This design comes from an exercise in tuning for small area on the open sky130 flow, not from production work.
In this exercise RTL edits were held to simulation tests only and were not proved equivalent to the original.
Power figures rest on the tool's default switching activity, not on a simulated workload.

== epsilon ==
## tsn_switch_core
module tsn_switch_core (
    input  wire         clk,
    input  wire         rst_n,
    input  wire [3:0]   rx_valid,
    input  wire [3:0]   rx_sof,
    input  wire [3:0]   rx_eof,
    input  wire [127:0] rx_data,
    input  wire [7:0]   rx_mod,
    input  wire [3:0]   rx_error,
    input  wire [191:0] rx_dst_mac,
    input  wire [191:0] rx_src_mac,
    input  wire [63:0]  rx_ethertype,
    input  wire [47:0]  rx_vlan_id,
    input  wire [11:0]  rx_priority,
    input  wire [3:0]   rx_vlan_valid,
    output wire [3:0]   tx_valid,
    output wire [3:0]   tx_sof,
    output wire [3:0]   tx_eof,
    output wire [127:0] tx_data,
    output wire [7:0]   tx_mod,
    output wire [11:0]  tx_priority,
    input  wire [3:0]   tx_ready,
    input  wire [63:0]  ptp_time,
    input  wire         time_valid,
    output wire [63:0]  frame_timestamp,
    input  wire         learning_enable,
    input  wire         cut_through_enable,
    input  wire [15:0]  default_vlan,
    input  wire [3:0]   port_enable,
    input  wire         security_enable,
    input  wire [47:0]  allowed_mac_base,
    input  wire [15:0]  allowed_mac_mask,
    input  wire [15:0]  blocked_ethertypes,
    output wire [127:0] forwarded_frames_packed,
    output wire [127:0] dropped_frames_packed,
    output wire [31:0]  learned_addresses,
    output wire [31:0]  security_violations,
    output wire [15:0]  switch_status,
    output wire [31:0]  cut_through_count,
    output wire [31:0]  store_forward_count
);
Size: ~9400 cells after synthesis, ~1100 flip-flops, about 1500 I/O pins.
==> flow/config.mk <==
export PLATFORM = sky130hd
export DESIGN_NAME = tsn_switch_core
export DESIGN_NICKNAME = tsn_switch_core
export VERILOG_FILES = /design/flow/design.v
export SDC_FILE = /design/flow/constraint.sdc
export NUM_CORES = 4
export LEC_CHECK = 0
export CAP_MARGIN = 30
export CORE_MARGIN = 2
export CORE_UTILIZATION = 25
export GPL_TIMING_DRIVEN = 0
export PLACE_DENSITY = 0.35
export SETUP_SLACK_MARGIN = 0.3
export SLEW_MARGIN = 30
==> flow/constraint.sdc <==
create_clock -name core_clock -period 10.0 [get_ports {clk}]
set_input_delay 2.0000 -clock core_clock [delete_from_list [all_inputs] [get_ports {clk}]]
set_output_delay 2.0000 -clock core_clock [all_outputs]
set_load 0.01 [all_outputs]
standard.sh (not shown) runs the stock make flow with config.mk's settings and CLKGATE_MAP_FILE= SYNTH_SCRIPT=/design/flow/synth_recipe.tcl, a recipe that flattens the netlist after the stock synthesis.
==> flow/flow/run.sh <==
#!/bin/bash
# The standard layout (standard.sh) with these changes:
#  - ports get the smallest buffer, sky130_fd_sc_hd__buf_1
#  - the buffers Yosys/ABC inserted are removed at floorplan
#  - after the (unchanged) standard synthesis, the buffers larger than buf_4
#    join the platform's don't-use list, so repair fixes slew and load with
#    small buffers
set -euo pipefail
export BUFFER_PORTS_ARGS="-buffer_cell sky130_fd_sc_hd__buf_1"
export REMOVE_ABC_BUFFERS=1
export CTS_ARGS="-sink_clustering_enable -repair_clock_nets -dont_use_dummy_load -buf_list sky130_fd_sc_hd__clkbuf_8 -sink_clustering_size 20 -sink_clustering_max_diameter 50"

# standard synthesis, unchanged
bash standard.sh synth > make_synth.log 2>&1

# the rest of the layout, with the extra don't-use cells on make's command line
# (the platform's own list is repeated, as a command-line value replaces it)
PLATFORM_DU=$(sed -n '/^export DONT_USE_CELLS += /,/^#/p' "$FLOW_HOME/platforms/$FLOW_PLATFORM/config.mk" | grep -o 'sky130_fd_sc_hd__[a-z0-9_]*' | tr '\n' ' ')
EXTRA_DU="sky130_fd_sc_hd__buf_6 sky130_fd_sc_hd__buf_8 sky130_fd_sc_hd__buf_12 sky130_fd_sc_hd__buf_16 sky130_fd_sc_hd__bufbuf_8 sky130_fd_sc_hd__bufbuf_16 sky130_fd_sc_hd__bufinv_8 sky130_fd_sc_hd__bufinv_16"
bash standard.sh "DONT_USE_CELLS=$PLATFORM_DU $EXTRA_DU" finish > make_layout.log 2>&1
Having completed the whole flow, epsilon delivered a layout that passed the timing, design-rule and antenna checks.
Inputs modified between epsilon and alpha:
--- a/flow/flow/run.sh
+++ b/flow/flow/run.sh
@@ -3,5 +3,5 @@
 #  - ports get the smallest buffer, sky130_fd_sc_hd__buf_1
 #  - the buffers Yosys/ABC inserted are removed at floorplan
-#  - after the (unchanged) standard synthesis, the buffers larger than buf_4
+#  - after the (unchanged) standard synthesis, the buffers larger than buf_2
 #    join the platform's don't-use list, so repair fixes slew and load with
 #    small buffers
@@ -17,4 +17,4 @@
 # (the platform's own list is repeated, as a command-line value replaces it)
 PLATFORM_DU=$(sed -n '/^export DONT_USE_CELLS += /,/^#/p' "$FLOW_HOME/platforms/$FLOW_PLATFORM/config.mk" | grep -o 'sky130_fd_sc_hd__[a-z0-9_]*' | tr '\n' ' ')
-EXTRA_DU="sky130_fd_sc_hd__buf_6 sky130_fd_sc_hd__buf_8 sky130_fd_sc_hd__buf_12 sky130_fd_sc_hd__buf_16 sky130_fd_sc_hd__bufbuf_8 sky130_fd_sc_hd__bufbuf_16 sky130_fd_sc_hd__bufinv_8 sky130_fd_sc_hd__bufinv_16"
+EXTRA_DU="sky130_fd_sc_hd__buf_4 sky130_fd_sc_hd__buf_6 sky130_fd_sc_hd__buf_8 sky130_fd_sc_hd__buf_12 sky130_fd_sc_hd__buf_16 sky130_fd_sc_hd__bufbuf_8 sky130_fd_sc_hd__bufbuf_16 sky130_fd_sc_hd__bufinv_8 sky130_fd_sc_hd__bufinv_16"
 bash standard.sh "DONT_USE_CELLS=$PLATFORM_DU $EXTRA_DU" finish > make_layout.log 2>&1
--- a/flow/config.mk
+++ b/flow/config.mk
@@ -11,4 +11,4 @@
 export GPL_TIMING_DRIVEN = 0
 export PLACE_DENSITY = 0.35
-export SETUP_SLACK_MARGIN = 0.3
+export SETUP_SLACK_MARGIN = 0.5
 export SLEW_MARGIN = 30
Notes after the runs:
Looking at part of the power in combinational logic across epsilon and alpha, the one that comes out lower is alpha. Higher count of non-CTS buffers in the layout goes to alpha over epsilon. ~same post-route DRC violation count in epsilon and alpha. Going from epsilon to alpha, the part of the cycle the worst path needs was found to have gone up by 13 points. Between epsilon and alpha, the average wire per standard cell does not differ in any meaningful way.

[afterwards: timing with drivers on the ports]
Ports are ideal in the flow. The routed layouts listed here were re-timed in OpenROAD. Step 1 (the two cells are an assumption about what drives the block):
set clk [get_ports {clk}]
set_driving_cell -lib_cell sky130_fd_sc_hd__clkbuf_16 $clk
set_driving_cell -lib_cell sky130_fd_sc_hd__buf_2 [delete_from_list [all_inputs] $clk]
Step 2 also shifts input and output timing later by t, the mid clock arrival at the registers, as if the neighbouring blocks saw the same clock. Slacks: no drivers / after step 1 / after step 2; pairs: no drivers / after step 1.
run | shift t [ns] | setup slack, ns | worst setup path after step 2 | latest minus earliest clock arrival (ns) | worst data-port slew with drivers (ns)
epsilon | 1.235 | 1.756 / 1.853 / 0.618 | input to register | 0.241 / 0.241 | 0.21
alpha | 1.184 | 0.440 / 0.533 / -0.651 | input to register | 0.212 / 0.212 | 0.23
With both steps, setup timing fails in alpha, where it was met with ideal ports. For epsilon, which loses most, drivers alone change the setup slack by +0.097 ns; drivers and shift together by -1.138 ns.
